This is an optimization exercise on Yosys and OpenROAD, whose aim is a short achievable clock period and few clock cycles, not a production implementation.
RTL that was checked went through simulation tests only; none was proved equivalent to the original.
The RTL of runs 1 and 3 was laid out without a check of its function.
Power and IR drop assume default switching activity.

**flow/flow/run.sh**
```bash
#!/bin/bash
# Standard ORFS layout (the standard.sh, unchanged synthesis), with the
# resizer asked to keep a setup margin well beyond the default so that it
# keeps optimising paths that already meet the 14 ns clock.
set -uo pipefail
MARGIN=$(cat flow/margin.txt 2>/dev/null || echo 10)
bash standard.sh SETUP_SLACK_MARGIN=$MARGIN finish > flow_standard.log 2>&1
```
**flow/flow/margin.txt**
```
10
```
**flow/standard.sh**
```bash
#!/bin/bash
# synth_recipe.tcl (not shown) runs the flow's synth.tcl, then flattens the netlist and writes it again
# the make line also repeats each setting of config.mk as NAME=value (left out here)
make -C /OpenROAD-flow-scripts/flow DESIGN_CONFIG=/design/flow/config.mk WORK_HOME=/design/flow/orfs CLKGATE_MAP_FILE= SYNTH_SCRIPT=/design/flow/synth_recipe.tcl "${@:-finish}"
```
**flow/config.mk**
```make
export PLATFORM = sky130hd
export DESIGN_NAME = MIPS
export DESIGN_NICKNAME = MIPS
export VERILOG_FILES = /design/flow/design.v
export SDC_FILE = /design/flow/constraint.sdc
export NUM_CORES = 4
export LEC_CHECK = 0
export ABC_CLOCK_PERIOD_IN_PS = 3000
export CAP_MARGIN = 20
export CORE_MARGIN = 2
export CORE_UTILIZATION = 40
export SLEW_MARGIN = 20
```
**flow/constraint.sdc**
```tcl
create_clock -name core_clock -period 14.0 [get_ports {clock}]
set_input_delay 2.8000 -clock core_clock [delete_from_list [all_inputs] [get_ports {clock}]]
set_output_delay 2.8000 -clock core_clock [all_outputs]
set_load 0.01 [all_outputs]
```
**flow/design.v**
```verilog
module alu (
	input      [31:0] a,          
	input      [31:0] b,          
	input      [31:0] sv,         
	input      [4:0]  shamt,
	input             sub,        
	input             sh_right,
	input             sh_arith,
	input             sel_add,
	input             sel_and,
	input             sel_or,
	input             sel_xor,
	input             sel_nor,
	input             sel_sh,
	input             sel_slt,    
	input             sel_sltu,   
	input             sel_link,
	input      [31:0] link,
	output     [31:0] result,
	output     [31:0] sum,
	output            overflow
);
wire [31:0] bx = b ^ {32{sub}};
wire [32:0] s33 = {1'b0, a} + {1'b0, bx} + {32'd0, sub};
assign sum = s33[31:0];
assign overflow = (a[31] == bx[31]) && (sum[31] != a[31]);
wire lt_s = sum[31] ^ overflow;
wire lt_u = ~s33[32];
wire [31:0] sin;
genvar i;
generate for (i = 0; i < 32; i = i + 1) begin : rev_in
	assign sin[i] = sh_right ? sv[i] : sv[31-i];
end endgenerate
wire        fill = sh_arith & sv[31];
wire [31:0] sr = $signed({fill, sin}) >>> shamt;
wire [31:0] sres;
generate for (i = 0; i < 32; i = i + 1) begin : rev_out
	assign sres[i] = sh_right ? sr[i] : sr[31-i];
end endgenerate
assign result = ({32{sel_add}}  & sum)
              | ({32{sel_and}}  & (a & b))
              | ({32{sel_or}}   & (a | b))
              | ({32{sel_xor}}  & (a ^ b))
              | ({32{sel_nor}}  & ~(a | b))
              | ({32{sel_sh}}   & sres)
              | ({32{sel_link}} & link)
              | {31'd0, (sel_slt & lt_s) | (sel_sltu & lt_u)};
endmodule
module regfile (
	input             clk,
	input             w_ena,
	input      [4:0]  w_addr,
	input      [31:0] w_data,
	input      [4:0]  r1_addr,
	input      [4:0]  r2_addr,
	output     [31:0] r1_data,
	output     [31:0] r2_data
);
reg [31:0] MEM [1:31];
assign r1_data = (r1_addr == 5'd0) ? 32'd0 : MEM[r1_addr];
assign r2_data = (r2_addr == 5'd0) ? 32'd0 : MEM[r2_addr];
always @(posedge clk)
	if (w_ena && (w_addr != 5'd0))
		MEM[w_addr] <= w_data;
endmodule
module decoder_mips (
	input  [31:0] ir,
	output        uses_rs,
	output        uses_rt,
	output        writes,       
	output [4:0]  dest,
	output [31:0] imm,          
	output        b_imm,        
	output        sub,
	output        sh_right,
	output        sh_arith,
	output        sh_var,
	output        sel_add,
	output        sel_and,
	output        sel_or,
	output        sel_xor,
	output        sel_nor,
	output        sel_sh,
	output        sel_slt,
	output        sel_sltu,
	output        sel_link,
	output        ovf_chk,
	output        is_load,
	output        is_store,
	output        is_br,        
	output        br_eq,        
	output        br_ne,        
	output        br_neg,       
	output        br_pos,       
	output        is_j,         
	output        is_jr         
);
wire [5:0] op = ir[31:26];
wire [5:0] fn = ir[5:0];
wire       rtype = (op == 6'b000000);
wire f_shimm = rtype && (fn == 6'h00 || fn == 6'h02 || fn == 6'h03);
wire f_shvar = rtype && (fn == 6'h04 || fn == 6'h06 || fn == 6'h07);
wire f_jr    = rtype && (fn == 6'h08 || fn == 6'h09);
wire f_add   = rtype && (fn == 6'h20 || fn == 6'h21);
wire f_sub   = rtype && (fn == 6'h22 || fn == 6'h23);
wire f_and   = rtype && (fn == 6'h24);
wire f_or    = rtype && (fn == 6'h25);
wire f_xor   = rtype && (fn == 6'h26);
wire f_nor   = rtype && (fn == 6'h27);
wire f_slt   = rtype && (fn == 6'h2a);
wire f_sltu  = rtype && (fn == 6'h2b);
wire o_addi  = (op == 6'h08);
wire o_addiu = (op == 6'h09);
wire o_slti  = (op == 6'h0a) || (op == 6'h0b);
wire o_andi  = (op == 6'h0c);
wire o_ori   = (op == 6'h0d);
wire o_xori  = (op == 6'h0e);
wire o_lui   = (op == 6'h0f);
wire o_lw    = (op[5] == 1'b1) && (op[3] == 1'b0);
wire o_sw    = (op[5] == 1'b1) && (op[3] == 1'b1);
wire o_regim = (op == 6'h01);
wire o_b4    = (op[5:2] == 4'b0001);
wire o_j     = (op == 6'h02) || (op == 6'h03);
wire o_jal   = (op == 6'h03);
wire o_iarith = (op[5:3] == 3'b001);
assign is_load  = o_lw;
assign is_store = o_sw;
assign is_br    = o_b4 || o_regim;
assign br_eq    = o_b4 && (op[1:0] == 2'b00 || op[1:0] == 2'b10);
assign br_ne    = o_b4 && (op[1:0] == 2'b01 || op[1:0] == 2'b11);
assign br_neg   = (o_b4 && op[1:0] == 2'b10) || (o_regim && ir[20:16] == 5'd0);
assign br_pos   = (o_b4 && op[1:0] == 2'b11) || (o_regim && ir[20:16] != 5'd0);
assign is_j     = o_j;
assign is_jr    = f_jr;
assign uses_rs = !o_j && !f_shimm;
assign uses_rt = (rtype && !f_jr) || o_b4 || o_sw;
assign writes = (rtype && !f_jr) || o_iarith || o_lw || o_jal;
assign dest   = o_jal ? 5'd31 : (rtype ? ir[15:11] : ir[20:16]);
wire zext = o_andi || o_ori || o_xori;
assign imm = f_shimm ? {27'd0, ir[10:6]} :
             o_lui   ? {ir[15:0], 16'd0} :
             zext    ? {16'd0, ir[15:0]} :
                       {{16{ir[15]}}, ir[15:0]};
assign b_imm = !rtype;
assign sub      = f_sub || f_slt || f_sltu || o_slti;
assign sh_right = fn[1];
assign sh_arith = fn[0];
assign sh_var   = f_shvar;
assign sel_sh   = f_shimm || f_shvar;
assign sel_add  = f_add || f_sub || o_addi || o_addiu || o_lui || o_lw || o_sw ||
                  (rtype && !(f_shimm || f_shvar || f_jr || f_and || f_or || f_xor || f_nor || f_slt || f_sltu || f_sub || f_add));
assign sel_and  = f_and || o_andi;
assign sel_or   = f_or  || o_ori;
assign sel_xor  = f_xor || o_xori;
assign sel_nor  = f_nor;
assign sel_slt  = f_slt;
assign sel_sltu = f_sltu || o_slti;
assign sel_link = o_jal;
assign ovf_chk  = (rtype && (fn == 6'h20 || fn == 6'h22)) || o_addi;
endmodule
module MIPS (
	clock,
	reset,
	imem_addr,
	imem_data,
	dmem_addr,
	dmem_wdata,
	dmem_we,
	dmem_rdata
);
input         clock;
input         reset;
output [31:0] imem_addr;
input  [31:0] imem_data;
output [31:0] dmem_addr;
output [31:0] dmem_wdata;
output        dmem_we;
input  [31:0] dmem_rdata;
reg [31:0] pc;
reg        btb_valid;          
reg [31:0] btb_pc, btb_tgt;
reg        id_valid;
reg [31:0] id_ir;
reg [31:0] id_pc;
reg        id_btb;             
reg        ex_valid;
reg [31:0] ex_a, ex_b, ex_imm, ex_pc1, ex_tgt;
reg [4:0]  ex_dest;
reg        ex_writes, ex_ovf_chk, ex_load, ex_store;
reg        ex_b_imm, ex_sub, ex_sh_right, ex_sh_arith, ex_sh_var;
reg        ex_sel_add, ex_sel_and, ex_sel_or, ex_sel_xor, ex_sel_nor, ex_sel_sh,
           ex_sel_slt, ex_sel_sltu, ex_sel_link;
reg        ex_br, ex_br_eq, ex_br_ne, ex_br_neg, ex_br_pos, ex_jr, ex_pred;
reg        ex_fa_mem, ex_fb_mem;
reg        mem_we_r;           
reg [4:0]  mem_dest;
reg        mem_load;
reg [31:0] mem_res;
reg        st_we;
reg [31:0] st_addr, st_data;
reg        wb_we;
reg [4:0]  wb_dest;
reg [31:0] wb_val;
wire [4:0] id_rs = id_ir[25:21];
wire [4:0] id_rt = id_ir[20:16];
wire        d_uses_rs, d_uses_rt, d_writes, d_b_imm, d_sub, d_sh_right, d_sh_arith, d_sh_var;
wire        d_sel_add, d_sel_and, d_sel_or, d_sel_xor, d_sel_nor, d_sel_sh, d_sel_slt,
            d_sel_sltu, d_sel_link, d_ovf_chk, d_load, d_store;
wire        d_br, d_br_eq, d_br_ne, d_br_neg, d_br_pos, d_j, d_jr;
wire [4:0]  d_dest;
wire [31:0] d_imm;
decoder_mips INSTR_DEC (
	.ir(id_ir),
	.uses_rs(d_uses_rs), .uses_rt(d_uses_rt), .writes(d_writes), .dest(d_dest),
	.imm(d_imm), .b_imm(d_b_imm), .sub(d_sub), .sh_right(d_sh_right),
	.sh_arith(d_sh_arith), .sh_var(d_sh_var),
	.sel_add(d_sel_add), .sel_and(d_sel_and), .sel_or(d_sel_or), .sel_xor(d_sel_xor),
	.sel_nor(d_sel_nor), .sel_sh(d_sel_sh), .sel_slt(d_sel_slt), .sel_sltu(d_sel_sltu),
	.sel_link(d_sel_link), .ovf_chk(d_ovf_chk), .is_load(d_load), .is_store(d_store),
	.is_br(d_br), .br_eq(d_br_eq), .br_ne(d_br_ne), .br_neg(d_br_neg), .br_pos(d_br_pos),
	.is_j(d_j), .is_jr(d_jr)
);
wire [31:0] rf_rs, rf_rt;
regfile REG_FILE (
	.clk(clock),
	.w_ena(wb_we),
	.w_addr(wb_dest),
	.w_data(wb_val),
	.r1_addr(id_rs),
	.r2_addr(id_rt),
	.r1_data(rf_rs),
	.r2_data(rf_rt)
);
wire        byp_rs = wb_we && (wb_dest == id_rs) && (id_rs != 5'd0);
wire        byp_rt = wb_we && (wb_dest == id_rt) && (id_rt != 5'd0);
wire        mfw_rs = mem_we_r && (mem_dest == id_rs);
wire        mfw_rt = mem_we_r && (mem_dest == id_rt);
wire [31:0] mem_val = mem_load ? dmem_rdata : mem_res;
wire [31:0] id_a = mfw_rs ? mem_val : (byp_rs ? wb_val : rf_rs);
wire [31:0] id_b = mfw_rt ? mem_val : (byp_rt ? wb_val : rf_rt);
wire [31:0] id_pc1   = id_pc + 32'd1;
wire [31:0] id_btgt  = id_pc1 + {{16{id_ir[15]}}, id_ir[15:0]};
wire [31:0] id_jtgt  = {6'd0, id_ir[25:0]};
wire ex_ld_hit = ex_valid && ex_load && (ex_dest != 5'd0) &&
                 ((d_uses_rs && ex_dest == id_rs) || (d_uses_rt && ex_dest == id_rt));
wire [31:0] fa = ex_fa_mem ? mem_res : ex_a;
wire [31:0] fb = ex_fb_mem ? mem_res : ex_b;
wire [31:0] alu_res, alu_sum;
wire        alu_ovf;
alu ALU (
	.a(fa),
	.b(ex_b_imm ? ex_imm : fb),
	.sv(fb),
	.shamt(ex_sh_var ? fa[4:0] : ex_imm[4:0]),
	.sub(ex_sub),
	.sh_right(ex_sh_right),
	.sh_arith(ex_sh_arith),
	.sel_add(ex_sel_add), .sel_and(ex_sel_and), .sel_or(ex_sel_or), .sel_xor(ex_sel_xor),
	.sel_nor(ex_sel_nor), .sel_sh(ex_sel_sh), .sel_slt(ex_sel_slt), .sel_sltu(ex_sel_sltu),
	.sel_link(ex_sel_link),
	.link(ex_pc1),
	.result(alu_res),
	.sum(alu_sum),
	.overflow(alu_ovf)
);
wire ex_wr_now = ex_valid && ex_writes && !(ex_ovf_chk && alu_ovf);
wire br_equal = (fa == fb);
wire br_taken = (ex_br_eq && br_equal) ||
                (ex_br_ne && !br_equal && !(ex_br_pos && fa[31])) ||
                (ex_br_neg && fa[31]) ||
                (ex_br_pos && !ex_br_ne && !fa[31]);
wire        ex_redirect = ex_valid && (ex_jr || (ex_br && (br_taken != ex_pred)));
wire [31:0] ex_target   = ex_jr ? fa : (ex_pred ? ex_pc1 : ex_tgt);
wire stall       = id_valid && ex_ld_hit;
wire id_go       = id_valid && !stall && !ex_redirect;
wire id_pred     = d_br && id_ir[15];                  
wire id_redirect = id_go && (d_j || (id_pred && !id_btb));
wire btb_hit     = btb_valid && (pc == btb_pc);
always @(posedge clock or negedge reset) begin
	if (!reset) begin
		pc       <= 32'd0;
		btb_valid <= 1'b0;
		id_valid <= 1'b0;
		ex_valid <= 1'b0;
		mem_we_r <= 1'b0;
		st_we    <= 1'b0;
		wb_we    <= 1'b0;
	end else begin
		if (ex_redirect)      pc <= ex_target;
		else if (stall)       pc <= pc;
		else if (id_redirect) pc <= d_j ? id_jtgt : id_btgt;
		else if (btb_hit)     pc <= btb_tgt;
		else                  pc <= pc + 32'd1;
		if (id_valid && id_pred && !id_btb)
			btb_valid <= 1'b1;
		if (!stall || ex_redirect)
			id_valid <= !ex_redirect && !id_redirect;
		ex_valid <= id_go;
		mem_we_r <= ex_wr_now;
		st_we    <= ex_valid && ex_store;
		wb_we    <= mem_we_r;
	end
end
always @(posedge clock) begin
	if (!stall) begin
		id_ir <= imem_data;
		id_pc <= pc;
		id_btb <= btb_hit;
	end
	if (id_valid && id_pred && !id_btb) begin
		btb_pc  <= id_pc;
		btb_tgt <= id_btgt;
	end
	ex_a        <= id_a;
	ex_b        <= id_b;
	ex_imm      <= d_imm;
	ex_pc1      <= id_pc1;
	ex_tgt      <= id_btgt;
	ex_dest     <= d_dest;
	ex_writes   <= d_writes && (d_dest != 5'd0);
	ex_ovf_chk  <= d_ovf_chk;
	ex_load     <= d_load;
	ex_store    <= d_store;
	ex_b_imm    <= d_b_imm;
	ex_sub      <= d_sub;
	ex_sh_right <= d_sh_right;
	ex_sh_arith <= d_sh_arith;
	ex_sh_var   <= d_sh_var;
	ex_sel_add  <= d_sel_add;
	ex_sel_and  <= d_sel_and;
	ex_sel_or   <= d_sel_or;
	ex_sel_xor  <= d_sel_xor;
	ex_sel_nor  <= d_sel_nor;
	ex_sel_sh   <= d_sel_sh;
	ex_sel_slt  <= d_sel_slt;
	ex_sel_sltu <= d_sel_sltu;
	ex_sel_link <= d_sel_link;
	ex_br       <= d_br;
	ex_br_eq    <= d_br_eq;
	ex_br_ne    <= d_br_ne;
	ex_br_neg   <= d_br_neg;
	ex_br_pos   <= d_br_pos;
	ex_jr       <= d_jr;
	ex_pred     <= id_pred;
	ex_fa_mem   <= ex_wr_now && (ex_dest == id_rs);
	ex_fb_mem   <= ex_wr_now && (ex_dest == id_rt);
	mem_dest <= ex_dest;
	mem_load <= ex_load;
	mem_res  <= alu_res;
	if (ex_valid && (ex_load || ex_store))
		st_addr <= alu_sum;
	if (ex_valid && ex_store)
		st_data <= fb;
	wb_dest <= mem_dest;
	wb_val  <= mem_val;
end
assign imem_addr  = pc;
assign dmem_addr  = st_addr;
assign dmem_wdata = st_data;
assign dmem_we    = st_we;
endmodule
```
==> impl_results.md, run 1 <==
* Run status: no timing/DRC/antenna violations
* DIE AREA at about 0.19 sq mm
* Count of synthesis-stage warnings from yosys at 2
* Final clock skew at about 53 ps
* Total I/O pin count at around 160
* Number of buffers created by CTS at 160
* Worst-case headroom to the max-slew limit at 21.8%
* Power Density at around 160 mW/mm^2
* Cell type with the largest total area after synthesis: sky130_fd_sc_hd__edfxtp_1
* Worst-path cell with the longest stage delay: sky130_fd_sc_hd__edfxtp_1
* Detailed-route wire length at 259,000 microns
* Critical path peak fanout at 1
* Type of destination of the critical path: primary output
* Grt ovf at 0
* Slack of the critical path at between 9000 and 10,000 ps
* Core Area at approximately 0.19 sq mm
* Placement row count at 158
* Signed area change from the synthesized netlist to the final layout at 17.3%
* Number of violations reported at the end of detailed-routing iteration 0 at approximately 6,000
* Dpl hpwl at between 150,000 and 200,000 microns
* Met1 layer usage reported by global route at 35.5%
* Largest net degree at the start of global routing at 127
* Worst VDD drop at 0.000115 V
* Number of nets in the finished design at roughly 5,500
* WP data required at about 11,000 ps
* Post-route minimum period at about 4400 ps
* Quantity of hold-fixing buffers added after cts at 0
* Layout cell share with drive strength beyond 1 at ~30%
* Root cell of the clock tree: sky130_fd_sc_hd__clkbuf_16
* Synthesized flop and latch total at around 1,500
* Clock Latency Late Sink at between 800 and 900 ps
* Maximum level of the CTS H-tree at 4
* Post-synth net total at 5,226
* Final worst-path cycle share at a little under a third
* HP Start: mem_dest[1]
* Number of fill cells at between 15,000 and 20,000
* Critical path startpoint category: flop
* Sequential share of the synthesized area at between 50% and 60%
* Avg WL per Cell at 32.8 microns
* Count of buffers inserted at the top-level ports at approximately 160
* Via-to-Cell Ratio at 6.27
* Die Y-Extent at about 440 microns
* Register name with the most flops: REG_FILE.MEM
* Highest-utilization routing layer at the global route stage: met2
* DIE WIDTH at 436 microns
* Kind of critical path: reg2out
* Last weighted congestion value of the routability-driven placer at between 0.9 and 1
* Synth unique cells at between 90 and 100
* Buffers & Inverters on Critical Path at 1
* Static Leakage at around 0.030 uW
* Number of global-route vias before repair at 47,810
* Ranking of synthesized cells by instance count: 1,185 x sky130_fd_sc_hd__edfxtp_1, 592 x sky130_fd_sc_hd__mux4_2, 277 x sky130_fd_sc_hd__dfxtp_1
* Sink Count at roughly 1,500
* Initial antenna violation count at 9
* Share of synthesized flip-flops with an asynchronous set or reset at between 2 and 3%
* Area contributors post-synth: sky130_fd_sc_hd__edfxtp_1 48%, sky130_fd_sc_hd__mux4_2 18%, sky130_fd_sc_hd__dfxtp_1 7.4%
* Clock input transition at the sequential cells of the worst setup and hold paths at around 60 ps
* Number of DRC violations after detailed routing at 0
* Area fraction of the dominant cell type after synthesis at ~48%
* Most common cell in the synthesized netlist: sky130_fd_sc_hd__edfxtp_1
* Routed vias at ~50,000
* Summed negative setup slack over all endpoints at 0 ps
* Number of cells produced by synthesis at 5,027
* Worst path max stage delay at around 540 ps
* Count of final hold-check violations at 0
* Number of antenna-violating nets in the routed design at 0
* Worst-path cell chain: buf_2
* Max capacitance violation total at 0
* Setup-failing EPs final at 0
* Post-Place Setup Slack at roughly 8600 ps
* Syn_area_per_cell at ~15 sq um
* Met2 GRT Util at a little over two fifths
* Post-Syn Area at 0.0748 sq mm
* Least-Margin Pin Slew at 1140 ps
* First-pass GRT wire length at between 300,000 and 400,000 microns
* R2r startpoint: ex_fb_mem
* RSZ-0062 raised after global routing: yes
* Pins Over Slew Limit at 0
* Effective utilization at floorplan at approximately 40%
* Cell family contributing the most delay on the critical path: flip-flops
* Hold/Removal Path Class: reg2reg
* CTS tree: done
* Total routing usage reported by global routing at around a quarter
* Deepest clock path buffer count at 3
* Number of enable flip-flop cells after synthesis at 1,185
* Met3 GRT Util at between 4 and 5%
* Max reg flops at 992
* Main synth FF type: sky130_fd_sc_hd__edfxtp_1
* Setup crit start: st_data[0]
* CP Data Arrival Time at between 1500 and 2000 ps
* Fmax achieved at around 0.23 GHz
* Count of TritonRoute iterations in the first routing pass at 9
kinds of logic (layout without fill, tap and decap cells):
family / after synthesis / count (layout) / synth area share [%]
adders and majority gates: 133 / 133 / 2.25
buffers and inverters: 505 / 885 / 2.61
DFF: 1500 / 1500 / 56.3
other: 0 / 4 / 0
and+or+nand+nor: 820 / 820 / 5.06
muxes: 965 / 965 / 23.0
AOI/OAI and AO/OA: 824 / 824 / 7.53
xor gates and xnor gates: 280 / 280 / 3.28
routing by layer:
layer | up-vias | wire length [microns]
met5 | - | 27
met4 | 4 | 14000
met3 | 570 | 21900
met2 | 2631 | 122000
met1 | 25769 | 101000
li1 | 20542 | -
power breakdown:
group	internal [uW]	switching, uW	leakage [uW]
registers	5580	772	0.0136
logic	1500	1950	0.0141
clock network	2500	1870	0.00263
cell usage in the layout (no fill, tap or decap), types with 90 or more instances in the layout:
cell type / count
sky130_fd_sc_hd__buf_4: 229
sky130_fd_sc_hd__nand2_1: 235
sky130_fd_sc_hd__mux4_2: 592
sky130_fd_sc_hd__mux2_2: 90
sky130_fd_sc_hd__nor2_1: 229
sky130_fd_sc_hd__inv_1: 137
sky130_fd_sc_hd__xor2_1: 94
sky130_fd_sc_hd__mux2i_1: 217
sky130_fd_sc_hd__ha_1: 117
sky130_fd_sc_hd__xnor2_1: 163
sky130_fd_sc_hd__a21oi_1: 226
sky130_fd_sc_hd__clkbuf_16: 168
sky130_fd_sc_hd__dfxtp_1: 237
sky130_fd_sc_hd__edfxtp_1: 1185
timing repair:
item	in CTS	in global routing
gates resized for setup	664	141
pin swaps	50	74
cloned	5	2
setup buffers	102	64
setup endpoints to repair	299	235
final timing paths:
path | slack (ps) | endpoint | depth (start not counted)
worst min-delay path | 390 | wb_dest[1] | 0
max in group asynchronous | 11390 | pc[9] | 2
worst max register to register | 9780 | mem_res[30] | 17
worst min register to register | 390 | wb_dest[1] | 0
min in group asynchronous | 2100 | pc[27] | 2
worst max-delay path | 9620 | dmem_wdata[0] | 1
through the flow:
stage / power, uW / instance area (sq um) / instances / utilization, % / hold slack, ps
after floorplan: 7940 / 74800 / 5027 / - / 352
after global placement: 9290 / 79300 / 7420 / 42.7 / 385
after detailed placement: 9310 / 79300 / 7420 / 42.7 / 383
after CTS: 14000 / 86400 / 7821 / 46.6 / 377
after global routing: 14600 / 87700 / 7887 / 47.3 / 382
final: 14200 / 87700 / 7891 / 47.3 / 387
area by class of cell:
| type | count | area [sq um] | share of cell area [%] |
|---|---|---|---|
| antenna | 4 | 10.0 | 0.0114 |
| clock buffer | 220 | 4490 | 5.11 |
| clock inverter | 74 | 935 | 1.07 |
| inverter | 158 | 608 | 0.693 |
| multi-input combinational | 3022 | 32500 | 37.1 |
| sequential | 1500 | 42200 | 48.1 |
| tap | 2480 | 3100 | 3.54 |
| timing repair buffer | 433 | 3870 | 4.41 |
==> inputs of run 2 (changes only) <==
--- a/flow/design.v
+++ b/flow/design.v
@@ -178,10 +178,7 @@
 input  [31:0] dmem_rdata;
 reg [31:0] pc;
-reg        btb_valid;          
-reg [31:0] btb_pc, btb_tgt;
 reg        id_valid;
 reg [31:0] id_ir;
 reg [31:0] id_pc;
-reg        id_btb;             
 reg        ex_valid;
 reg [31:0] ex_a, ex_b, ex_imm, ex_pc1, ex_tgt;
@@ -192,5 +189,5 @@
            ex_sel_slt, ex_sel_sltu, ex_sel_link;
 reg        ex_br, ex_br_eq, ex_br_ne, ex_br_neg, ex_br_pos, ex_jr, ex_pred;
-reg        ex_fa_mem, ex_fb_mem;
+reg        ex_fa_mem, ex_fa_wb, ex_fb_mem, ex_fb_wb;
 reg        mem_we_r;           
 reg [4:0]  mem_dest;
@@ -234,9 +231,6 @@
 wire        byp_rs = wb_we && (wb_dest == id_rs) && (id_rs != 5'd0);
 wire        byp_rt = wb_we && (wb_dest == id_rt) && (id_rt != 5'd0);
-wire        mfw_rs = mem_we_r && (mem_dest == id_rs);
-wire        mfw_rt = mem_we_r && (mem_dest == id_rt);
-wire [31:0] mem_val = mem_load ? dmem_rdata : mem_res;
-wire [31:0] id_a = mfw_rs ? mem_val : (byp_rs ? wb_val : rf_rs);
-wire [31:0] id_b = mfw_rt ? mem_val : (byp_rt ? wb_val : rf_rt);
+wire [31:0] id_a = byp_rs ? wb_val : rf_rs;
+wire [31:0] id_b = byp_rt ? wb_val : rf_rt;
 wire [31:0] id_pc1   = id_pc + 32'd1;
 wire [31:0] id_btgt  = id_pc1 + {{16{id_ir[15]}}, id_ir[15:0]};
@@ -244,6 +238,6 @@
 wire ex_ld_hit = ex_valid && ex_load && (ex_dest != 5'd0) &&
                  ((d_uses_rs && ex_dest == id_rs) || (d_uses_rt && ex_dest == id_rt));
-wire [31:0] fa = ex_fa_mem ? mem_res : ex_a;
-wire [31:0] fb = ex_fb_mem ? mem_res : ex_b;
+wire [31:0] fa = ex_fa_mem && mem_we_r ? mem_res : (ex_fa_wb ? wb_val : ex_a);
+wire [31:0] fb = ex_fb_mem && mem_we_r ? mem_res : (ex_fb_wb ? wb_val : ex_b);
 wire [31:0] alu_res, alu_sum;
 wire        alu_ovf;
@@ -264,5 +258,4 @@
 	.overflow(alu_ovf)
 );
-wire ex_wr_now = ex_valid && ex_writes && !(ex_ovf_chk && alu_ovf);
 wire br_equal = (fa == fb);
 wire br_taken = (ex_br_eq && br_equal) ||
@@ -275,10 +268,8 @@
 wire id_go       = id_valid && !stall && !ex_redirect;
 wire id_pred     = d_br && id_ir[15];                  
-wire id_redirect = id_go && (d_j || (id_pred && !id_btb));
-wire btb_hit     = btb_valid && (pc == btb_pc);
+wire id_redirect = id_go && (d_j || id_pred);
 always @(posedge clock or negedge reset) begin
 	if (!reset) begin
 		pc       <= 32'd0;
-		btb_valid <= 1'b0;
 		id_valid <= 1'b0;
 		ex_valid <= 1'b0;
@@ -290,12 +281,9 @@
 		else if (stall)       pc <= pc;
 		else if (id_redirect) pc <= d_j ? id_jtgt : id_btgt;
-		else if (btb_hit)     pc <= btb_tgt;
 		else                  pc <= pc + 32'd1;
-		if (id_valid && id_pred && !id_btb)
-			btb_valid <= 1'b1;
 		if (!stall || ex_redirect)
 			id_valid <= !ex_redirect && !id_redirect;
 		ex_valid <= id_go;
-		mem_we_r <= ex_wr_now;
+		mem_we_r <= ex_valid && ex_writes && !(ex_ovf_chk && alu_ovf);
 		st_we    <= ex_valid && ex_store;
 		wb_we    <= mem_we_r;
@@ -306,9 +294,4 @@
 		id_ir <= imem_data;
 		id_pc <= pc;
-		id_btb <= btb_hit;
-	end
-	if (id_valid && id_pred && !id_btb) begin
-		btb_pc  <= id_pc;
-		btb_tgt <= id_btgt;
 	end
 	ex_a        <= id_a;
@@ -343,6 +326,8 @@
 	ex_jr       <= d_jr;
 	ex_pred     <= id_pred;
-	ex_fa_mem   <= ex_wr_now && (ex_dest == id_rs);
-	ex_fb_mem   <= ex_wr_now && (ex_dest == id_rt);
+	ex_fa_mem   <= ex_valid && ex_writes && (ex_dest == id_rs);
+	ex_fa_wb    <= mem_we_r && (mem_dest == id_rs);
+	ex_fb_mem   <= ex_valid && ex_writes && (ex_dest == id_rt);
+	ex_fb_wb    <= mem_we_r && (mem_dest == id_rt);
 	mem_dest <= ex_dest;
 	mem_load <= ex_load;
@@ -353,5 +338,5 @@
 		st_data <= fb;
 	wb_dest <= mem_dest;
-	wb_val  <= mem_val;
+	wb_val  <= mem_load ? dmem_rdata : mem_res;
 end
 assign imem_addr  = pc;
==> flow/run.sh (new file) <==
#!/bin/bash
# synth_recipe.tcl (not shown) runs the flow's synth.tcl, then flattens the netlist and writes it again
# the make line also repeats each setting of config.mk as NAME=value (left out here)
make -C /OpenROAD-flow-scripts/flow DESIGN_CONFIG=/design/flow/config.mk WORK_HOME=/design/flow/orfs CLKGATE_MAP_FILE= SYNTH_SCRIPT=/design/flow/synth_recipe.tcl finish
--- a/flow/config.mk
+++ b/flow/config.mk
@@ -6,5 +6,4 @@
 export NUM_CORES = 4
 export LEC_CHECK = 0
-export ABC_CLOCK_PERIOD_IN_PS = 3000
 export CAP_MARGIN = 20
 export CORE_MARGIN = 2
removed: flow/flow/run.sh
removed: flow/flow/margin.txt
removed: flow/standard.sh
==> impl_results.md, run 2 <==
* Arithmetic-cell share of the synthesized area counting full adders, half adders and majority gates at 2.33%
* Post-route minimum period at approximately 5400 ps
* Area of all placed cells without fillers at 0.0817 sq mm
* Post-synth net total at slightly above 5,000
* Count of TritonRoute iterations in the first routing pass at 9
* CP endpoint: mem_we_r
* Via-to-Cell Ratio at approximately 6.2
* Worst path max stage delay at between 700 and 800 ps
* Least-Margin Pin Slew at around 1200 ps
* Setup-failing EPs final at 0
* Post-Syn Area at between 0.07 and 0.08 sq mm
* Crit. path cell count at 17
* Synth Area in Simple Gates at ~5.5%
* R2r worst-path depth at 17
* Number of nets in the finished design at roughly 5,200
* Root cell of the clock tree: sky130_fd_sc_hd__clkbuf_16
* Clock Latency Late Sink at slightly above 800 ps
* Last weighted congestion value of the routability-driven placer at 0.993
* Total routing usage reported by global routing at 26.2%
* Cell family contributing the most delay on the critical path: compound AO/OA/AOI/OAI gates
* Power Density at around 160 mW/mm^2
* Pins Over Slew Limit at 0
* Number of global-route vias before repair at around 46,000
* Flop2flop setup slack at roughly 8600 ps
* Synth unique cells at 93
* Commonest cells after routing, fill and taps aside: 1,120 x sky130_fd_sc_hd__edfxtp_1, 564 x sky130_fd_sc_hd__mux4_2, 333 x sky130_fd_sc_hd__mux2i_1, 300 x sky130_fd_sc_hd__nand2_1
* Area of placed instances at roughly 0.076 sq mm
* Final clock skew at 45.7 ps
* Die Y-Extent at between 400 and 500 microns
* Area contributors post-synth: sky130_fd_sc_hd__edfxtp_1 47%, sky130_fd_sc_hd__mux4_2 18%, sky130_fd_sc_hd__dfxtp_1 7.7%
* Type of destination of the critical path: flop
* Ranking of synthesized cells by instance count: 1,120 x sky130_fd_sc_hd__edfxtp_1, 564 x sky130_fd_sc_hd__mux4_2, 339 x sky130_fd_sc_hd__mux2i_1
* Synth Area in XOR/XNOR at 2.25%
* Main synth FF type: sky130_fd_sc_hd__edfxtp_1
* Sink Count at approximately 1,400
* Kind of critical path: reg2reg
* Area taken by flip-flops and latches at around 0.040 sq mm
* Grt ovf at 0
* Detailed-route wire length at about 240,000 microns
* Deepest clock path buffer count at 3
* RSZ-0062 raised after global routing: no
* Initial antenna violation count at 8
* First-pass GRT wire length at between 300,000 and 400,000 microns
* Signed area change from the synthesized netlist to the final layout at 13.4%
* RR Endpoint: mem_we_r
* Syn_area_per_cell at about 15 sq um
* Dpl hpwl at 158,000 microns
* Area used by multi-input combinational logic at a little over 0.03 sq mm
* Run status: no timing/DRC/antenna violations
* Worst-path cell with the longest stage delay: sky130_fd_sc_hd__mux2i_1
* Number of gates resized after cts at 0
* Layout cell share with drive strength beyond 1 at between 20 and 25%
* Register name with the most flops: REG_FILE.MEM
* Effective utilization at floorplan at between 40% and 50%
* Worst-case headroom to the max-slew limit at about a fifth
* Most common cell in the synthesized netlist: sky130_fd_sc_hd__edfxtp_1
* Static Leakage at 0.0283 uW
* Maximum level of the CTS H-tree at 4
* Max reg flops at about 990
* Number of buffers created by CTS at 157
* Number of antenna-violating nets in the routed design at 0
* Max capacitance violation total at 0
* Synthesized flop and latch total at between 1,000 and 1,500
* DIE WIDTH at between 400 and 500 microns
* Placement row count at roughly 160
* Number of buffers inserted to repair setup after CTS at 0
* Number of fill cells at around 16,000
* Quantity of hold-fixing buffers added after cts at 0
* Number of cells produced by synthesis at between 4,000 and 5,000
* Clock input transition at the sequential cells of the worst setup and hold paths at 60 ps
* Share of synthesized flip-flops with an asynchronous set or reset at about 2.6%
* Routed vias at approximately 47,000
* Hold/Removal Path Class: reg2reg
* Setup crit start: mem_we_r
* Number of violations reported at the end of detailed-routing iteration 0 at roughly 5,700
* Leading cell type in the layout, fill and taps excluded: sky130_fd_sc_hd__edfxtp_1
* R2r startpoint: mem_we_r
* DIE AREA at 0.184 sq mm
* Cell type with the largest total area after synthesis: sky130_fd_sc_hd__edfxtp_1
* Buffers & Inverters on Critical Path at 1
* Number of enable flip-flop cells after synthesis at about 1,100
* Sequential share of the synthesized area at 55.7%
* Core Area at 0.179 sq mm
* Fmax achieved at roughly 0.18 GHz
* Total I/O pin count at 163
* Largest net degree at the start of global routing at around 110
* WP data required at 14,670 ps
* Main combinational cell family by area after synthesis: multiplexers
* Number of DRC violations after detailed routing at 0
* Critical path peak fanout at 29
* Avg WL per Cell at 32.5 microns
* Count of buffers inserted at the top-level ports at 162
* CTS tree: done
* Worst VDD drop at about 0.00014 V
* Final worst-path cycle share at 38.7%
* Critical path startpoint category: flop
* Summed negative setup slack over all endpoints at 0 ps
* Compound-Gate Fraction of Synth Area at between 7 and 8%
* Worst-path cell chain: buf_4 > nand2_4 > mux2i_1 > nor2_1 > a21oi_1 > xnor2_1 > ha_1 > nand2_1 > o21ai_0 > a21o_1 > a21o_1 > a21oi_1 > o31ai_1 > a31oi_1 > o21ai_1 > xnor2_1 > a31oi_1
* Multiplexer area fraction after synthesis at roughly a quarter
* Count of final hold-check violations at 0
* CP Data Arrival Time at ~6100 ps
* Count of synthesis-stage warnings from yosys at 2
* Area fraction of the dominant cell type after synthesis at 46.7%
-- run 2: cell count changes after synthesis, moves of 18 or more --
| cell | previous run | this run |
|---|---|---|
| sky130_fd_sc_hd__xor2_1 | 100 | 47 |
| sky130_fd_sc_hd__o21ai_0 | 98 | 146 |
| sky130_fd_sc_hd__nand2_1 | 242 | 300 |
| sky130_fd_sc_hd__o21a_1 | 8 | 26 |
| sky130_fd_sc_hd__inv_1 | 156 | 133 |
| sky130_fd_sc_hd__edfxtp_1 | 1185 | 1120 |
| sky130_fd_sc_hd__xnor2_1 | 180 | 138 |
| sky130_fd_sc_hd__mux4_2 | 592 | 564 |
| sky130_fd_sc_hd__a221oi_1 | 77 | 12 |
| sky130_fd_sc_hd__clkbuf_1 | 256 | 221 |
| sky130_fd_sc_hd__mux2i_1 | 275 | 339 |
-- run 2: layout make-up --
type / instances / area share (%)
flip-flops and latches: 1436 / 49.2
multi-input cells: 3016 / 37.0
clock buffers: 205 / 5.28
well taps: 2355 / 3.61
repair buffers: 281 / 3.17
clock inverters: 72 / 1.06
inverters: 134 / 0.617
diodes: 2 / 0.00613
-- run 2: worst min path at each step --
stage                 from    endpoint  slack, ps  cells after the start
2_1_floorplan      ex_load    mem_load        350                      0
3_3_place_gp   mem_dest[1]  wb_dest[1]        390                      0
3_5_place_dp   mem_dest[4]  wb_dest[4]        390                      0
4_1_cts        mem_dest[3]  wb_dest[3]        400                      0
5_1_grt        mem_dest[2]  wb_dest[2]        410                      0
6_report       mem_dest[3]  wb_dest[3]        400                      0
-- run 2: cells by family (layout without fill, tap and decap cells) --
logic type,after synthesis,after routing
fa+ha+maj,133,133
buf+inv,474,692
other cells,0,2
xor+xnor,185,185
mux,1006,1006
flops,1436,1436
simple gates,877,877
compound gates,815,815
-- run 2: layer usage --
| metal | part of all wire, % | vias to the layer above | global-route usage (%) |
|---|---|---|---|
| li1 | - | 19697 | - |
| met4 | 5.3 | 6 | 12.6 |
| met2 | 48 | 2255 | 42.5 |
| met1 | 39 | 24125 | 34.3 |
| met5 | 0.021 | - | 0 |
| met3 | 7.4 | 518 | 4.34 |
-- run 2: where the power goes --
part           switching (uW)  total [uW]  internal [uW]
combinational            1650        2780           1130
clock                    1790        4200           2410
sequential                614        5870           5260
total                    4060       12900           8800
-- run 2: through the flow --
stage	power (uW)	worst slack, ps	cells	hold slack (ps)	utilization [%]
CTS	12900	8670	7498	400	45.7
global placement	8680	8750	7221	389	42.8
global route	13300	8290	7499	413	45.7
floorplan	7380	9270	4926	352	-
detailed placement	8690	8690	7221	390	42.8
finish	12900	8580	7501	402	45.7
Testbench counts of run 2, summed over its fixed seeds: cycles 29,973.
==> inputs of run 3 (changes only) <==
--- a/flow/design.v
+++ b/flow/design.v
@@ -22,20 +22,28 @@
 );
 wire [31:0] bx = b ^ {32{sub}};
-wire [32:0] s33 = {1'b0, a} + {1'b0, bx} + {32'd0, sub};
-assign sum = s33[31:0];
-assign overflow = (a[31] == bx[31]) && (sum[31] != a[31]);
-wire lt_s = sum[31] ^ overflow;
-wire lt_u = ~s33[32];
-wire [31:0] sin;
+wire [31:0] p0 = a ^ bx;
+wire [31:0] g0 = (a & bx) | {31'd0, p0[0] & sub};
+wire [31:0] g1, p1, g2, p2, g3, p3, g4, p4, g5, p5;
 genvar i;
-generate for (i = 0; i < 32; i = i + 1) begin : rev_in
-	assign sin[i] = sh_right ? sv[i] : sv[31-i];
-end endgenerate
-wire        fill = sh_arith & sv[31];
-wire [31:0] sr = $signed({fill, sin}) >>> shamt;
-wire [31:0] sres;
-generate for (i = 0; i < 32; i = i + 1) begin : rev_out
-	assign sres[i] = sh_right ? sr[i] : sr[31-i];
+generate for (i = 0; i < 32; i = i + 1) begin : ks
+	if (i >= 1)  begin assign g1[i] = g0[i] | (p0[i] & g0[i-1]);  assign p1[i] = p0[i] & p0[i-1];  end
+	else         begin assign g1[i] = g0[i];                        assign p1[i] = p0[i];            end
+	if (i >= 2)  begin assign g2[i] = g1[i] | (p1[i] & g1[i-2]);  assign p2[i] = p1[i] & p1[i-2];  end
+	else         begin assign g2[i] = g1[i];                        assign p2[i] = p1[i];            end
+	if (i >= 4)  begin assign g3[i] = g2[i] | (p2[i] & g2[i-4]);  assign p3[i] = p2[i] & p2[i-4];  end
+	else         begin assign g3[i] = g2[i];                        assign p3[i] = p2[i];            end
+	if (i >= 8)  begin assign g4[i] = g3[i] | (p3[i] & g3[i-8]);  assign p4[i] = p3[i] & p3[i-8];  end
+	else         begin assign g4[i] = g3[i];                        assign p4[i] = p3[i];            end
+	if (i >= 16) begin assign g5[i] = g4[i] | (p4[i] & g4[i-16]); assign p5[i] = p4[i] & p4[i-16]; end
+	else         begin assign g5[i] = g4[i];                        assign p5[i] = p4[i];            end
 end endgenerate
+wire [32:0] c = {g5, sub};           
+assign sum = p0 ^ c[31:0];
+assign overflow = c[31] ^ c[32];
+wire lt_s = sum[31] ^ overflow;
+wire lt_u = ~c[32];
+wire [31:0] sl = sv << shamt;
+wire [31:0] sr = $signed({sh_arith & sv[31], sv}) >>> shamt;
+wire [31:0] sres = sh_right ? sr : sl;
 assign result = ({32{sel_add}}  & sum)
               | ({32{sel_and}}  & (a & b))
@@ -178,16 +186,20 @@
 input  [31:0] dmem_rdata;
 reg [31:0] pc;
+reg        btb_valid;          
+reg [31:0] btb_pc, btb_tgt;
 reg        id_valid;
 reg [31:0] id_ir;
 reg [31:0] id_pc;
+reg        id_btb;             
 reg        ex_valid;
-reg [31:0] ex_a, ex_b, ex_imm, ex_pc1, ex_tgt;
+reg [31:0] ex_a, ex_b, ex_t, ex_pc1, ex_tgt;
+reg [4:0]  ex_sa;
 reg [4:0]  ex_dest;
 reg        ex_writes, ex_ovf_chk, ex_load, ex_store;
-reg        ex_b_imm, ex_sub, ex_sh_right, ex_sh_arith, ex_sh_var;
+reg        ex_sub, ex_sh_right, ex_sh_arith, ex_sh_var;
 reg        ex_sel_add, ex_sel_and, ex_sel_or, ex_sel_xor, ex_sel_nor, ex_sel_sh,
            ex_sel_slt, ex_sel_sltu, ex_sel_link;
 reg        ex_br, ex_br_eq, ex_br_ne, ex_br_neg, ex_br_pos, ex_jr, ex_pred;
-reg        ex_fa_mem, ex_fa_wb, ex_fb_mem, ex_fb_wb;
+reg        ex_fa_mem, ex_fb_mem, ex_ft_mem;
 reg        mem_we_r;           
 reg [4:0]  mem_dest;
@@ -231,6 +243,9 @@
 wire        byp_rs = wb_we && (wb_dest == id_rs) && (id_rs != 5'd0);
 wire        byp_rt = wb_we && (wb_dest == id_rt) && (id_rt != 5'd0);
-wire [31:0] id_a = byp_rs ? wb_val : rf_rs;
-wire [31:0] id_b = byp_rt ? wb_val : rf_rt;
+wire        mfw_rs = mem_we_r && (mem_dest == id_rs);
+wire        mfw_rt = mem_we_r && (mem_dest == id_rt);
+wire [31:0] mem_val = mem_load ? dmem_rdata : mem_res;
+wire [31:0] id_a = mfw_rs ? mem_val : (byp_rs ? wb_val : rf_rs);
+wire [31:0] id_b = mfw_rt ? mem_val : (byp_rt ? wb_val : rf_rt);
 wire [31:0] id_pc1   = id_pc + 32'd1;
 wire [31:0] id_btgt  = id_pc1 + {{16{id_ir[15]}}, id_ir[15:0]};
@@ -238,13 +253,14 @@
 wire ex_ld_hit = ex_valid && ex_load && (ex_dest != 5'd0) &&
                  ((d_uses_rs && ex_dest == id_rs) || (d_uses_rt && ex_dest == id_rt));
-wire [31:0] fa = ex_fa_mem && mem_we_r ? mem_res : (ex_fa_wb ? wb_val : ex_a);
-wire [31:0] fb = ex_fb_mem && mem_we_r ? mem_res : (ex_fb_wb ? wb_val : ex_b);
+wire [31:0] fa = ex_fa_mem ? mem_res : ex_a;
+wire [31:0] fb = ex_fb_mem ? mem_res : ex_b;    
+wire [31:0] ft = ex_ft_mem ? mem_res : ex_t;    
 wire [31:0] alu_res, alu_sum;
 wire        alu_ovf;
 alu ALU (
 	.a(fa),
-	.b(ex_b_imm ? ex_imm : fb),
+	.b(fb),
 	.sv(fb),
-	.shamt(ex_sh_var ? fa[4:0] : ex_imm[4:0]),
+	.shamt(ex_sh_var ? fa[4:0] : ex_sa),
 	.sub(ex_sub),
 	.sh_right(ex_sh_right),
@@ -258,5 +274,6 @@
 	.overflow(alu_ovf)
 );
-wire br_equal = (fa == fb);
+wire ex_wr_now = ex_valid && ex_writes && !(ex_ovf_chk && alu_ovf);
+wire br_equal = (fa == ft);
 wire br_taken = (ex_br_eq && br_equal) ||
                 (ex_br_ne && !br_equal && !(ex_br_pos && fa[31])) ||
@@ -268,8 +285,10 @@
 wire id_go       = id_valid && !stall && !ex_redirect;
 wire id_pred     = d_br && id_ir[15];                  
-wire id_redirect = id_go && (d_j || id_pred);
+wire id_redirect = id_go && (d_j || (id_pred && !id_btb));
+wire btb_hit     = btb_valid && (pc == btb_pc);
 always @(posedge clock or negedge reset) begin
 	if (!reset) begin
 		pc       <= 32'd0;
+		btb_valid <= 1'b0;
 		id_valid <= 1'b0;
 		ex_valid <= 1'b0;
@@ -281,9 +300,12 @@
 		else if (stall)       pc <= pc;
 		else if (id_redirect) pc <= d_j ? id_jtgt : id_btgt;
+		else if (btb_hit)     pc <= btb_tgt;
 		else                  pc <= pc + 32'd1;
+		if (id_valid && id_pred && !id_btb)
+			btb_valid <= 1'b1;
 		if (!stall || ex_redirect)
 			id_valid <= !ex_redirect && !id_redirect;
 		ex_valid <= id_go;
-		mem_we_r <= ex_valid && ex_writes && !(ex_ovf_chk && alu_ovf);
+		mem_we_r <= ex_wr_now;
 		st_we    <= ex_valid && ex_store;
 		wb_we    <= mem_we_r;
@@ -294,8 +316,14 @@
 		id_ir <= imem_data;
 		id_pc <= pc;
+		id_btb <= btb_hit;
+	end
+	if (id_valid && id_pred && !id_btb) begin
+		btb_pc  <= id_pc;
+		btb_tgt <= id_btgt;
 	end
 	ex_a        <= id_a;
-	ex_b        <= id_b;
-	ex_imm      <= d_imm;
+	ex_b        <= d_b_imm ? d_imm : id_b;
+	ex_t        <= id_b;
+	ex_sa       <= d_imm[4:0];
 	ex_pc1      <= id_pc1;
 	ex_tgt      <= id_btgt;
@@ -305,5 +333,4 @@
 	ex_load     <= d_load;
 	ex_store    <= d_store;
-	ex_b_imm    <= d_b_imm;
 	ex_sub      <= d_sub;
 	ex_sh_right <= d_sh_right;
@@ -326,17 +353,14 @@
 	ex_jr       <= d_jr;
 	ex_pred     <= id_pred;
-	ex_fa_mem   <= ex_valid && ex_writes && (ex_dest == id_rs);
-	ex_fa_wb    <= mem_we_r && (mem_dest == id_rs);
-	ex_fb_mem   <= ex_valid && ex_writes && (ex_dest == id_rt);
-	ex_fb_wb    <= mem_we_r && (mem_dest == id_rt);
+	ex_fa_mem   <= ex_wr_now && (ex_dest == id_rs);
+	ex_fb_mem   <= ex_wr_now && (ex_dest == id_rt) && !d_b_imm;
+	ex_ft_mem   <= ex_wr_now && (ex_dest == id_rt);
 	mem_dest <= ex_dest;
 	mem_load <= ex_load;
 	mem_res  <= alu_res;
-	if (ex_valid && (ex_load || ex_store))
-		st_addr <= alu_sum;
-	if (ex_valid && ex_store)
-		st_data <= fb;
+	st_addr  <= alu_sum;    
+	st_data  <= ft;
 	wb_dest <= mem_dest;
-	wb_val  <= mem_load ? dmem_rdata : mem_res;
+	wb_val  <= mem_val;
 end
 assign imem_addr  = pc;
==> flow/flow/run.sh (new file) <==
#!/bin/bash
# Standard ORFS layout (the standard.sh, unchanged synthesis), with the
# resizer asked to keep a setup margin well beyond the default so that it
# keeps optimising paths that already meet the 14 ns clock.
set -uo pipefail
MARGIN=$(cat flow/margin.txt 2>/dev/null || echo 10)
bash standard.sh SETUP_SLACK_MARGIN=$MARGIN finish > flow_standard.log 2>&1
==> flow/flow/margin.txt (new file) <==
10
==> flow/standard.sh (new file) <==
#!/bin/bash
# synth_recipe.tcl (not shown) runs the flow's synth.tcl, then flattens the netlist and writes it again
# the make line also repeats each setting of config.mk as NAME=value (left out here)
make -C /OpenROAD-flow-scripts/flow DESIGN_CONFIG=/design/flow/config.mk WORK_HOME=/design/flow/orfs CLKGATE_MAP_FILE= SYNTH_SCRIPT=/design/flow/synth_recipe.tcl "${@:-finish}"
--- a/flow/config.mk
+++ b/flow/config.mk
@@ -6,6 +6,10 @@
 export NUM_CORES = 4
 export LEC_CHECK = 0
+export ABC_CLOCK_PERIOD_IN_PS = 3000
 export CAP_MARGIN = 20
 export CORE_MARGIN = 2
-export CORE_UTILIZATION = 40
+export CORE_UTILIZATION = 60
+export CTS_CLUSTER_DIAMETER = 80
+export CTS_CLUSTER_SIZE = 30
+export PLACE_DENSITY = 0.72
 export SLEW_MARGIN = 20
removed: flow/run.sh
==> impl_results.md, run 3 <==
* Signed area change from the synthesized netlist to the final layout at 11.9%
* Synthesized flop and latch total at about 1,500
* Sink Count at roughly 1,500
* Grt ovf at 0
* Via-to-Cell Ratio at ~7.3
* First-pass GRT wire length at about 360,000 microns
* Worst-path cell chain: buf_6
* Post-placement cell count at between 6,000 and 7,000
* Worst hold slack across all endpoints at around 390 ps
* Buffers & Inverters on Critical Path at 1
* Setup-failing EPs final at 0
* Placement row count at 130
* Die Y-Extent at roughly 360 microns
* Count of synthesis-stage warnings from yosys at 2
* Dpl hpwl at about 160,000 microns
* Routed vias at between 50,000 and 60,000
* Commonest cells after routing, fill and taps aside: 1,121 x sky130_fd_sc_hd__edfxtp_1, 548 x sky130_fd_sc_hd__mux4_2, 339 x sky130_fd_sc_hd__mux2i_1, 316 x sky130_fd_sc_hd__nand2_1, 285 x sky130_fd_sc_hd__dfxtp_1
* R2r startpoint: ex_fb_mem
* Setup crit start: pc[2]
* Area taken by flip-flops and latches at approximately 0.042 sq mm
* CP Data Arrival Time at 1380 ps
* DIE AREA at 0.129 sq mm
* Cell type with the largest total area after synthesis: sky130_fd_sc_hd__edfxtp_1
* Detailed-route wire length at between 200,000 and 300,000 microns
* Ranking of synthesized cells by instance count: 1,121 x sky130_fd_sc_hd__edfxtp_1, 548 x sky130_fd_sc_hd__mux4_2, 376 x sky130_fd_sc_hd__mux2i_1
* Max capacitance violation total at 0
* Worst-path cell with the longest stage delay: sky130_fd_sc_hd__dfrtp_2
* Area fraction of the dominant cell type after synthesis at between 40% and 50%
* Post-route insts no fill at approximately 7,200
* Deepest clock path buffer count at 3
* Post-route minimum period at approximately 4200 ps
* Quantity of hold-fixing buffers added after cts at 0
* Number of antenna-violating nets in the routed design at 0
* Total I/O pin count at 163
* Largest net degree at the start of global routing at 127
* Synth unique cells at 95
* Static Leakage at about 0.030 uW
* Number of enable flip-flop cells after synthesis at around 1,100
* Last weighted congestion value of the routability-driven placer at ~1.0
* Most common cell in the synthesized netlist: sky130_fd_sc_hd__edfxtp_1
* Power Density at 147 mW/mm^2
* Worst-case headroom to the max-slew limit at 27.1%
* Number of violations reported at the end of detailed-routing iteration 0 at 7,922
* Leading cell type in the layout, fill and taps excluded: sky130_fd_sc_hd__edfxtp_1
* Cell family contributing the most delay on the critical path: flip-flops
* Worst VDD drop at between 0.0001 and 0.00015 V
* Post-Syn Area at 0.0756 sq mm
* Number of nets in the finished design at between 5,000 and 6,000
* DIE WIDTH at 359 microns
* Run status: no timing/DRC/antenna violations
* Number of cells produced by synthesis at 5,320
* Count of TritonRoute iterations in the first routing pass at 8
* Layout cell share with drive strength beyond 1 at 26.5%
* Worst path max stage delay at about 500 ps
* Effective utilization at floorplan at between 60% and 70%
* Core Area at about 0.13 sq mm
* Fmax achieved at 0.239 GHz
* Final clock skew at roughly 64 ps
* Total routing usage reported by global routing at approximately 40%
* Maximum level of the CTS H-tree at 3
* Clock input transition at the sequential cells of the worst setup and hold paths at between 100 and 150 ps
* Clock Latency Late Sink at ~750 ps
* Summed negative setup slack over all endpoints at 0 ps
* Critical path peak fanout at 2
* Hold/Removal Path Class: reg2reg
* Number of buffers created by CTS at between 70 and 80
* Syn_area_per_cell at around 14 sq um
* Least-Margin Pin Slew at roughly 1100 ps
* Critical path startpoint category: flop
* Area contributors post-synth: sky130_fd_sc_hd__edfxtp_1 45%, sky130_fd_sc_hd__mux4_2 16%, sky130_fd_sc_hd__dfxtp_1 9.2%
* Register name with the most flops: REG_FILE.MEM
* Avg WL per Cell at ~36 microns
* HP Start: ex_load
* Root cell of the clock tree: sky130_fd_sc_hd__clkbuf_16
* Sequential share of the synthesized area at around 55%
* Area used by multi-input combinational logic at 0.0334 sq mm
* Count of buffers inserted at the top-level ports at between 150 and 200
* Initial antenna violation count at 11
* Share of synthesized flip-flops with an asynchronous set or reset at 2.52%
* Main synth FF type: sky130_fd_sc_hd__edfxtp_1
* Number of fill cells at approximately 8,700
* Number of global-route vias before repair at 49,888
* Pins Over Slew Limit at 0
* Post-synth net total at 5,514
* Final worst-path cycle share at 29.9%
* Number of DRC violations after detailed routing at 0
* Kind of critical path: reg2out
* WP data required at 11,200 ps
* Type of destination of the critical path: primary output
* Count of final hold-check violations at 0
* Max reg flops at ~990
* CTS tree: done
* RSZ-0062 raised after global routing: yes
==> run 3: area by class of cell <==
type                            count  share of cell area (%)
Multi-Input combinational cell   3283                    39.5
Inverter                          144                   0.661
Antenna cell                        3                 0.00887
Tap cell                         1650                    2.44
Clock buffer                       88                    2.28
Timing Repair Buffer              453                    5.18
Sequential cell                  1505                    49.3
Clock inverter                     40                   0.680
==> run 3: final timing paths <==
kind / to / slack, ps / cells after the start
worst max-delay path: imem_addr[2] / 9820 / 1
worst min-delay path: mem_load / 390 / 0
worst max register to register: mem_res[8] / 9900 / 23
worst min register to register: mem_load / 390 / 0
max in group asynchronous: pc[25] / 11310 / 2
min in group asynchronous: pc[21] / 1870 / 1
==> run 3: kinds of logic after synthesis <==
family	Yosys count	share of synthesized area (%)
compound gates	955	8.74
xor+xnor	271	3.14
fa+ha+maj	130	2.16
buf+inv	532	2.75
flops	1505	54.9
mux	1020	22.8
simple gates	907	5.50
==> run 3: power by group <==
| part | switching (uW) | internal (uW) | leakage (uW) |
|---|---|---|---|
| registers | 765 | 5550 | 0.0136 |
| logic | 2000 | 1470 | 0.0149 |
| clock network | 1560 | 1110 | 0.00120 |
| total | 4320 | 8130 | 0.0298 |
==> run 3: per-layer routing <==
metal,routed length (microns),global-route usage [%],vias up,share of wire [%]
li1,-,-,21275,-
met1,90100,51.2,26387,35
met2,118000,60.2,3855,45
met4,22100,26.4,10,8.5
met3,30900,8.94,867,12
met5,55,0,-,0.021
==> run 3: worst reg2reg max path, delay by kind of cell (launching register included) <==
kind	cells	cell delay [ps]
xor+xnor	1	80
mux	1	350
compound gates	5	1180
fa+ha+maj	1	420
buf+inv	14	1360
flops	1	460
simple gates	1	70
==> run 3: timing repair <==
| item | in CTS | in global routing |
|---|---|---|
| gates cloned | 8 | 6 |
| setup endpoints to repair | 342 | 153 |
| buffers inserted | 88 | 63 |
| pin swaps | 27 | 53 |
| resized for setup | 609 | 167 |
==> run 3: through the flow <==
step	cell area, sq um	power, uW	setup WS [ps]	utilization, %
after floorplan	75700	7880	10000	-
after global placement	79200	9250	8480	63.2
after detailed placement	79200	9290	8510	63.2
after CTS	83100	12100	9810	66.3
after global routing	84600	12800	9780	67.4
final	84600	12500	9820	67.5
==> inputs of run 4 (changes only) <==
--- a/flow/design.v
+++ b/flow/design.v
@@ -186,4 +186,5 @@
 input  [31:0] dmem_rdata;
 reg [31:0] pc;
+reg [31:0] fetch_addr;         
 reg        btb_valid;          
 reg [31:0] btb_pc, btb_tgt;
@@ -287,4 +288,8 @@
 wire id_redirect = id_go && (d_j || (id_pred && !id_btb));
 wire btb_hit     = btb_valid && (pc == btb_pc);
+wire [31:0] pc_next = ex_redirect ? ex_target :
+                      stall       ? pc :
+                      id_redirect ? (d_j ? id_jtgt : id_btgt) :
+                      btb_hit     ? btb_tgt : pc + 32'd1;
 always @(posedge clock or negedge reset) begin
 	if (!reset) begin
@@ -294,12 +299,7 @@
 		ex_valid <= 1'b0;
 		mem_we_r <= 1'b0;
-		st_we    <= 1'b0;
 		wb_we    <= 1'b0;
 	end else begin
-		if (ex_redirect)      pc <= ex_target;
-		else if (stall)       pc <= pc;
-		else if (id_redirect) pc <= d_j ? id_jtgt : id_btgt;
-		else if (btb_hit)     pc <= btb_tgt;
-		else                  pc <= pc + 32'd1;
+		pc <= pc_next;
 		if (id_valid && id_pred && !id_btb)
 			btb_valid <= 1'b1;
@@ -308,9 +308,12 @@
 		ex_valid <= id_go;
 		mem_we_r <= ex_wr_now;
-		st_we    <= ex_valid && ex_store;
 		wb_we    <= mem_we_r;
 	end
 end
 always @(posedge clock) begin
+	fetch_addr <= reset ? pc_next : 32'd0;
+	st_we      <= reset && ex_valid && ex_store;
+end
+always @(posedge clock) begin
 	if (!stall) begin
 		id_ir <= imem_data;
@@ -364,5 +367,5 @@
 	wb_val  <= mem_val;
 end
-assign imem_addr  = pc;
+assign imem_addr  = fetch_addr;
 assign dmem_addr  = st_addr;
 assign dmem_wdata = st_data;
==> flow/flow/margin.txt (replaced) <==
10.3
--- a/flow/config.mk
+++ b/flow/config.mk
@@ -11,5 +11,5 @@
 export CORE_UTILIZATION = 60
 export CTS_CLUSTER_DIAMETER = 80
-export CTS_CLUSTER_SIZE = 30
+export CTS_CLUSTER_SIZE = 25
 export PLACE_DENSITY = 0.72
 export SLEW_MARGIN = 20
==> impl_results.md, run 4 <==
* R2r startpoint: id_pc[0]
* End point of the worst hold path: mem_load
* Clock input transition at the sequential cells of the worst setup and hold paths at 100 ps
* Fmax achieved at 0.246 GHz
* Type of destination of the critical path: primary output
* Area fraction of the dominant cell type after synthesis at between 40% and 50%
* Number of DRC violations after detailed routing at 0
* Worst-path cell chain: buf_6
* Least-Margin Pin Slew at between 1000 and 1500 ps
* Main synth FF type: sky130_fd_sc_hd__edfxtp_1
* Slack of the critical path at about 9900 ps
* WP data required at about 11,000 ps
* Clock Latency Late Sink at 740 ps
* Syn_area_per_cell at around 14 sq um
* Worst-path cell with the longest stage delay: sky130_fd_sc_hd__dfxtp_4
* Max capacitance violation total at 0
* Avg WL per Cell at between 30 and 40 microns
* Worst path max stage delay at between 400 and 500 ps
* Post-synth net total at about 5,500
* Pins Over Slew Limit at 0
* Static Leakage at approximately 0.03 uW
* Core Area at between 0.1 and 0.15 sq mm
* Final worst-path cycle share at 29.0%
* Critical path startpoint category: flop
* First-pass GRT wire length at ~370,000 microns
* Placement row count at between 100 and 150
* Number of antenna-violating nets in the routed design at 0
* Cell family contributing the most delay on the critical path: flip-flops
* Commonest cells after routing, fill and taps aside: 1,121 x sky130_fd_sc_hd__edfxtp_1, 556 x sky130_fd_sc_hd__mux4_2, 309 x sky130_fd_sc_hd__nand2_1, 297 x sky130_fd_sc_hd__mux2i_1, 283 x sky130_fd_sc_hd__dfxtp_1
* Deepest clock path buffer count at 3
* Effective utilization at floorplan at 60.5%
* Post-Place Setup Slack at ~9000 ps
* DIE WIDTH at between 300 and 400 microns
* Count of TritonRoute iterations in the first routing pass at 12
* CTS tree: done
* Synthesized flop and latch total at 1,537
* Root cell of the clock tree: sky130_fd_sc_hd__clkbuf_16
* R2r worst-path depth at 16
* Routed vias at 52,446
* Power Density at 151 mW/mm^2
* Leading cell type in the layout, fill and taps excluded: sky130_fd_sc_hd__edfxtp_1
* RSZ-0062 raised after global routing: yes
* Hold/Removal Path Class: reg2reg
* Share of synthesized flip-flops with an asynchronous set or reset at 2.41%
* Number of nets in the finished design at around 5,700
* Post-route minimum period at ~4000 ps
* Die Y-Extent at 360 microns
* Post-Syn Area at between 0.07 and 0.08 sq mm
* Kind of critical path: reg2out
* Number of buffers created by CTS at 79
* Count of synthesis-stage warnings from yosys at 2
* Dpl hpwl at 164,000 microns
* Synth unique cells at between 90 and 100
* Number of cells produced by synthesis at 5,323
* Grt ovf at 0
* Count of final hold-check violations at 0
* Maximum level of the CTS H-tree at 3
* Count of buffers inserted at the top-level ports at 162
* DIE AREA at around 0.13 sq mm
* Quantity of hold-fixing buffers added after cts at 0
* Via-to-Cell Ratio at 7.24
* Number of enable flip-flop cells after synthesis at 1,121
* RR Endpoint: pc[27]
* Sink Count at ~1,500
* Max reg flops at about 1,000
* Signed area change from the synthesized netlist to the final layout at 14.4%
* CP Data Arrival Time at about 1300 ps
* Buffers & Inverters on Critical Path at 1
* Setup-failing EPs final at 0
* Total routing usage reported by global routing at just over 40%
* Register name with the most flops: REG_FILE.MEM
* Total I/O pin count at 163
* Number of violations reported at the end of detailed-routing iteration 0 at roughly 8,000
* Final clock skew at ~36 ps
* Worst VDD drop at around 0.00014 V
* Number of global-route vias before repair at 50,658
* Last weighted congestion value of the routability-driven placer at approximately 1.1
* Largest net degree at the start of global routing at 81
* Area contributors post-synth: sky130_fd_sc_hd__edfxtp_1 44%, sky130_fd_sc_hd__mux4_2 16%, sky130_fd_sc_hd__dfxtp_1 10%
* Cell type with the largest total area after synthesis: sky130_fd_sc_hd__edfxtp_1
* Run status: no timing/DRC/antenna violations
* Sequential share of the synthesized area at 55.4%
* Most common cell in the synthesized netlist: sky130_fd_sc_hd__edfxtp_1
* Critical path peak fanout at 1
* Flop2flop setup slack at between 9000 and 10,000 ps
* Ranking of synthesized cells by instance count: 1,121 x sky130_fd_sc_hd__edfxtp_1, 556 x sky130_fd_sc_hd__mux4_2, 379 x sky130_fd_sc_hd__dfxtp_1
* Layout cell share with drive strength beyond 1 at 30.0%
* Summed negative setup slack over all endpoints at 0 ps
* HP Start: ex_load
* Detailed-route wire length at 266,000 microns
* Worst-case headroom to the max-slew limit at approximately a fifth
* Number of cells on the worst hold path at 0
* Initial antenna violation count at 12
==> run 4: through the flow <==
| stage | cell area (sq um) | util [%] | power [uW] | cells | hold WS, ps |
|---|---|---|---|---|---|
| 2_1_floorplan | 76300 | - | 8090 | 5323 | 331 |
| 3_3_place_gp | 79700 | 63.4 | 9530 | 6889 | 380 |
| 3_5_place_dp | 79700 | 63.4 | 9560 | 6890 | 377 |
| 4_1_cts | 85000 | 67.6 | 12700 | 7149 | 385 |
| 5_1_grt | 87100 | 69.3 | 13500 | 7243 | 386 |
| 6_report | 87100 | 69.3 | 13100 | 7245 | 388 |
==> run 4: final cells by class <==
class	instances	area (sq um)
Sequential cell	1537	42400
Fill cell	8504	38700
Timing Repair Buffer	497	4900
Clock buffer	116	2230
Antenna cell	2	5.00
Inverter	144	548
Clock inverter	29	419
Tap cell	1650	2060
Multi-Input combinational cell	3270	34600
==> run 4: how the worst max path moves through the flow <==
stage                      startpoint             end  slack, ps  depth (start not counted)
after global routing         id_pc[1]          pc[27]       9850                         18
after CTS                 st_data[12]  dmem_wdata[12]       9940                          1
final                     st_data[12]  dmem_wdata[12]       9940                          1
after global placement      ex_fb_mem       ex_fb_mem       9190                         15
after detailed placement    ex_fb_mem       ex_fb_mem       9110                         17
after floorplan             ex_fa_mem     mem_res[29]      10220                         19
==> run 4: power breakdown <==
group | internal [uW] | leakage (uW) | switching, uW | total (uW)
clock network | 1250 | 0.00128 | 1560 | 2800
logic | 1680 | 0.0153 | 2100 | 3780
registers | 5680 | 0.0139 | 862 | 6540
==> run 4: worst register-to-register path: cells and delay by family, from the launching register on <==
family                     cells  cell delay [ps]
DFF                            1              420
and+or+nand+nor                5              950
buffers and inverters          1              180
adders and majority gates      2              560
AOI/OAI and AO/OA              6             1430
xor gates and xnor gates       2              360
==> run 4: logic make-up after synthesis <==
| family | count (synthesis) | share of synthesized area, % |
|---|---|---|
| fa+ha+maj | 131 | 2.17 |
| buf+inv | 516 | 2.69 |
| simple gates | 949 | 5.77 |
| compound gates | 917 | 8.31 |
| xor+xnor | 273 | 3.14 |
| mux | 1000 | 22.5 |
| flops | 1537 | 55.4 |
==> run 4: repair_timing <==
item,CTS,global route
setup buffers,105,89
gates cloned,9,5
gates resized for setup,801,254
setup endpoints to repair,403,306
endpoints found under the hold margin,0,0
pin swaps,87,82
==> run 4: routing by layer <==
layer	routed length [microns]	global-route usage [%]	vias up
met5	93	0	-
met4	19700	24.1	16
met3	32000	9.06	851
met2	121000	61.9	3775
met1	93600	53.2	26504
li1	-	-	21300
Testbench counts of run 4, summed over its fixed seeds: cycles 28,837.

==> afterwards: timing with drivers on the ports <==
Ports are ideal in the flow. The routed layouts listed here were re-timed in OpenROAD. Step 1 (the two cells are an assumption about what drives the block):
set clk [get_ports {clock}]
set_driving_cell -lib_cell sky130_fd_sc_hd__clkbuf_16 $clk
set_driving_cell -lib_cell sky130_fd_sc_hd__buf_2 [delete_from_list [all_inputs] $clk]
Step 2 also shifts input and output timing later by t, the mid clock arrival at the registers, as if the neighbouring blocks saw the same clock. a / b / c = ideal ports / drivers / drivers and shift; a / b = the first two.
run	t, ns	setup WS [ns]	hold WS [ns]	worst register clock-pin slew, ns	pins driven straight from the clock port
run 1	0.882	9.620 / 9.534 / 9.745	0.387 / 0.387 / 0.387	0.07 / 0.07	1
run 2	0.893	8.581 / 8.581 / 8.581	0.402 / 0.402 / 0.402	0.07 / 0.07	1
run 3	0.794	9.818 / 9.742 / 9.175	0.389 / 0.389 / 0.389	0.12 / 0.12	1
run 4	0.796	9.940 / 9.866 / 9.488	0.388 / 0.388 / 0.388	0.11 / 0.11	1
After both steps every run listed still meets setup and hold. For run 3, which loses most, drivers alone change the setup slack by -0.076 ns; drivers and shift together by -0.643 ns.
